What follows belongs to an exercise in optimizing a design on an open flow for small area; a production flow would make more cautious choices. The RTL was checked by simulation tests, not by an equivalence proof against the original design. Power and IR drop assume default switching activity. The clock port is modelled as an ideal driver; clocking choices that lean on that would not hold on a real chip.

==> inputs of wip/amber <==
==> flow/design.v <==
module ddr_memory_rtl #(
    parameter ADDR_WIDTH = 4,
    parameter DATA_WIDTH = 32,
    parameter MEM_SIZE   = 16
) (
    input  logic                  clk,
    input  logic                  reset,
    input  logic                  wr,        
    input  logic                  rd,        
    input  logic [ADDR_WIDTH-1:0] addr,      
    input  logic [DATA_WIDTH-1:0] wdata,     
    output logic [DATA_WIDTH-1:0] rdata,     
    output logic                  response
);
  logic [DATA_WIDTH-1:0] mem[0:MEM_SIZE-1];
  logic [MEM_SIZE-1:0]   valid;
  logic [MEM_SIZE-1:0]   we;
  logic [MEM_SIZE-1:0]   sel;
  logic [DATA_WIDTH-1:0] rd_next;
  always_comb begin
    for (int i = 0; i < MEM_SIZE; i++) begin
      we[i]  = wr && addr == ADDR_WIDTH'(i);
      sel[i] = rd && valid[i] && addr == ADDR_WIDTH'(i);
    end
  end
  always_ff @(posedge clk or posedge reset) begin
    if (reset) begin
      valid    <= '0;
      response <= 1'b0;
    end else begin
      valid    <= valid | we;
      response <= wr;
    end
  end
  always_ff @(posedge clk) begin
    for (int i = 0; i < MEM_SIZE; i++)
      if (we[i]) mem[i] <= wdata;
  end
  always_comb begin
    rd_next = '0;
    for (int k = 0; k < 5; k++)
      rd_next = rd_next | ((mem[3*k] & {DATA_WIDTH{sel[3*k]}}) | (mem[3*k+1] & {DATA_WIDTH{sel[3*k+1]}}) | (mem[3*k+2] & {DATA_WIDTH{sel[3*k+2]}}));
    rd_next = rd_next | (mem[15] & {DATA_WIDTH{sel[15]}});
  end
  always_ff @(posedge clk) begin
    rdata <= rd_next;
  end
endmodule
==> flow/flow/run.sh <==
#!/bin/bash
# The standard layout (standard.sh), with four changes to how it is built:
#  - synthesis is synth_recipe.tcl unchanged, except that its technology mapping
#    call (abc) runs flow/abc_area.script, an area-oriented mapping, in place of
#    ORFS's speed script;
#  - the port buffers use the smallest buffer cell;
#  - the clock tree is built from clusters of up to 21 sinks (120 um across) driven
#    by clkbuf_8, without dummy loads;
#  - before the resizer's repair after global placement, flow/upsize.tcl swaps the
#    buffers timing-driven placement put on internal high-fanout nets for
#    stronger drivers of those nets.
# Each tool's output goes to the logs under orfs/logs and to flow_standard.log.
set -euo pipefail
W=$PWD
cat > "$W/flow_synth.tcl" <<EOF
proc abc {args} {
  set i [lsearch -exact \$args -script]
  if {\$i >= 0} { lset args [expr {\$i + 1}] {$W/flow/abc_area.script} }
  yosys abc {*}\$args
}
source {$W/synth_recipe.tcl}
EOF
sed "s#SYNTH_SCRIPT=[^ ]*#SYNTH_SCRIPT=$W/flow_synth.tcl#" standard.sh > flow_standard.sh
grep -q "SYNTH_SCRIPT=$W/flow_synth.tcl" flow_standard.sh
export BUFFER_PORTS_ARGS="-buffer_cell sky130_fd_sc_hd__buf_1"
export PRE_RESIZE_TCL="$W/flow/upsize.tcl"
export CTS_ARGS="-sink_clustering_enable -repair_clock_nets -buf_list sky130_fd_sc_hd__clkbuf_8 -sink_clustering_size 21 -sink_clustering_max_diameter 120 -dont_use_dummy_load"
bash flow_standard.sh > flow_standard.log 2>&1
==> flow/flow/abc_area.script <==
strash
&get -n
&st
&dch
&nf -R 1000 -C 32
&put
==> flow/flow/upsize.tcl <==
# Before the resizer's repair: take out the buffers that timing-driven global
# placement put on internal nets (never a port's buffer), and give the drivers
# of the high-fanout nets left the next drive strength of their own cell family.
set bufs {}
foreach cell [get_cells *] {
  set ref [get_property $cell ref_name]
  if {![regexp {^sky130_fd_sc_hd__buf_[0-9]+$} $ref]} { continue }
  set port 0
  foreach pin [get_pins -of_objects $cell] {
    set net [get_nets -quiet -of_objects $pin]
    if {$net ne "" && [llength [get_ports -quiet -of_objects $net]] > 0} { set port 1 }
  }
  if {!$port} { lappend bufs [get_full_name $cell] }
}
puts "upsize.tcl: removing [llength $bufs] internal buffers"
if {[llength $bufs] > 0} { remove_buffers {*}$bufs }
set n_up 0
foreach cell [get_cells *] {
  set ref [get_property $cell ref_name]
  if {![regexp {^(sky130_fd_sc_hd__(and|nand|nor|or)[0-9][a-z]*)_1$} $ref -> fam]} { continue }
  foreach pin [get_pins -of_objects $cell -filter "direction == output"] {
    set net [get_nets -quiet -of_objects $pin]
    if {$net eq ""} { continue }
    set nload [llength [get_pins -quiet -of_objects $net -filter "direction == input"]]
    if {$nload > 12 && [llength [get_ports -quiet -of_objects $net]] == 0 &&
        [llength [get_lib_cells -quiet */${fam}_2]] > 0} {
      replace_cell $cell ${fam}_2
      incr n_up
    }
  }
}
puts "upsize.tcl: upsized $n_up drivers"
==> flow/standard.sh <==
#!/bin/bash
# synth_recipe.tcl (not shown) runs the flow's synth.tcl, then flattens the netlist and writes it again
# the make line also repeats each setting of config.mk as NAME=value (left out here)
make -C /OpenROAD-flow-scripts/flow DESIGN_CONFIG=/design/flow/config.mk WORK_HOME=/design/flow/orfs CLKGATE_MAP_FILE= SYNTH_SCRIPT=/design/flow/synth_recipe.tcl "${@:-finish}"
==> flow/config.mk <==
export PLATFORM = sky130hd
export DESIGN_NAME = ddr_memory_rtl
export DESIGN_NICKNAME = ddr_memory_rtl
export VERILOG_FILES = /design/flow/design.v
export SDC_FILE = /design/flow/constraint.sdc
export NUM_CORES = 4
export LEC_CHECK = 0
export CAP_MARGIN = 0
export CORE_MARGIN = 2
export CORE_UTILIZATION = 70
export CTS_BUF_LIST = sky130_fd_sc_hd__clkbuf_8
export CTS_CLUSTER_DIAMETER = 120
export CTS_CLUSTER_SIZE = 21
export SLEW_MARGIN = 0
==> flow/constraint.sdc <==
create_clock -name core_clock -period 4.0 [get_ports {clk}]
set_input_delay 0.8000 -clock core_clock [delete_from_list [all_inputs] [get_ports {clk}]]
set_output_delay 0.8000 -clock core_clock [all_outputs]
set_load 0.01 [all_outputs]
==> inputs of wip/sierra, as changes to wip/amber <==
==> flow/flow/run.sh (replaced) <==
#!/bin/bash
# The standard layout (standard.sh), with three changes to how it is built:
#  - synthesis is synth_recipe.tcl unchanged, except that its technology mapping
#    call (abc) runs flow/abc_area.script, an area-oriented mapping, in place of
#    ORFS's speed script;
#  - the port buffers use the smallest buffer cell;
#  - the clock tree is built from large clusters of clkbuf_16, without dummy loads.
# Each tool's output goes to the logs under orfs/logs and to flow_standard.log.
set -euo pipefail
W=$PWD
cat > "$W/flow_synth.tcl" <<EOF
proc abc {args} {
  set i [lsearch -exact \$args -script]
  if {\$i >= 0} { lset args [expr {\$i + 1}] {$W/flow/abc_area.script} }
  yosys abc {*}\$args
}
source {$W/synth_recipe.tcl}
EOF
sed "s#SYNTH_SCRIPT=[^ ]*#SYNTH_SCRIPT=$W/flow_synth.tcl#" standard.sh > flow_standard.sh
grep -q "SYNTH_SCRIPT=$W/flow_synth.tcl" flow_standard.sh
export BUFFER_PORTS_ARGS="-buffer_cell sky130_fd_sc_hd__buf_1"
export CTS_ARGS="-sink_clustering_enable -repair_clock_nets -buf_list sky130_fd_sc_hd__clkbuf_16 -sink_clustering_size 33 -sink_clustering_max_diameter 100 -dont_use_dummy_load"
bash flow_standard.sh > flow_standard.log 2>&1
CTS_BUF_LIST = sky130_fd_sc_hd__clkbuf_16   (was sky130_fd_sc_hd__clkbuf_8)
CTS_CLUSTER_DIAMETER = 100   (was 120)
CTS_CLUSTER_SIZE = 30   (was 21)
removed: flow/flow/upsize.tcl
==> inputs of wip/delta, as changes to wip/amber <==
==> flow/flow/run.sh (replaced) <==
#!/bin/bash
# Standard layout, with the port buffers built from the smallest buffer cell and
# the clock tree built without dummy balancing loads.
set -euo pipefail
export BUFFER_PORTS_ARGS="-buffer_cell sky130_fd_sc_hd__buf_1"
export CTS_ARGS="-sink_clustering_enable -repair_clock_nets -buf_list sky130_fd_sc_hd__clkbuf_16 -sink_clustering_size 30 -sink_clustering_max_diameter 100 -dont_use_dummy_load"
bash standard.sh > standard_flow.log 2>&1
CORE_UTILIZATION = 75   (was 70)
CTS_BUF_LIST = sky130_fd_sc_hd__clkbuf_16   (was sky130_fd_sc_hd__clkbuf_8)
CTS_CLUSTER_DIAMETER = 100   (was 120)
CTS_CLUSTER_SIZE = 30   (was 21)
removed: flow/flow/abc_area.script
removed: flow/flow/upsize.tcl
==> results.toml <==
[worst_setup_path]
slowest_delay_ps = 1000

[clocking]
numCtsBuffers = 22

[floorplan]
die_h_um = 166

[outcome]
status = "timing/DRC/antenna clean"

[synth]
yosysSeqAreaShare = 0.837

[power]
pwr-share-clk = 0.268

[place]
dpl.cell_count = 1363

[timing]
holdWs_ps = 302
setup_slack_ps = 1530

[final_layout]
fin_area_sq_um = 20900
[end of results for wip/delta]
==> results.toml <==
[synth]
yosysSeqAreaShare = 0.867

[clocking]
numCtsBuffers = 30

[place]
dpl.cell_count = 1287

[outcome]
status = "timing/DRC/antenna clean"

[worst_setup_path]
slowest_delay_ps = 1000

[final_layout]
fin_area_sq_um = 20100
[end of results for wip/amber]
==> results.toml <==
[power]
pwr-share-clk = 0.257

[synth]
yosysSeqAreaShare = 0.867

[final_layout]
multi_input_area_sq_um = 2530
fin_area_sq_um = 20300

[floorplan]
die_h_um = 169

[worst_setup_path]
slowest_delay_ps = 890

[outcome]
status = "timing/DRC/antenna clean"

[place]
dpl.cell_count = 1306

[clocking]
numCtsBuffers = 20
[end of results for wip/sierra]

## what the ideal ports hide
Ports are ideal in the flow. The routed layouts listed here were re-timed in OpenROAD.
Step 1, drivers: a clkbuf_16 drives clk and a buf_2 each remaining input, both assumed.
Step 2 also shifts input and output timing later by t, the mid clock arrival at the registers, as if the neighbouring blocks saw the same clock.
Slacks: ideal / step 1 / step 2; pairs: ideal / step 1.
run	shift t [ns]	setup slack, ns	hold WS [ns]	clock arrival spread, ns	pins driven straight from the clock port
wip/amber	0.669	1.495 / 1.517 / 0.849	0.115 / 0.087 / 0.463	0.029 / 0.029	1
wip/sierra	0.595	1.521 / 1.556 / 0.961	0.181 / 0.146 / 0.441	0.037 / 0.037	1
wip/delta	0.595	1.528 / 1.552 / 0.958	0.302 / 0.274 / 0.463	0.033 / 0.033	1
After both steps every run listed still meets setup and hold. For wip/amber, which loses most, drivers alone change the setup slack by +0.022 ns; drivers and shift together by -0.646 ns.
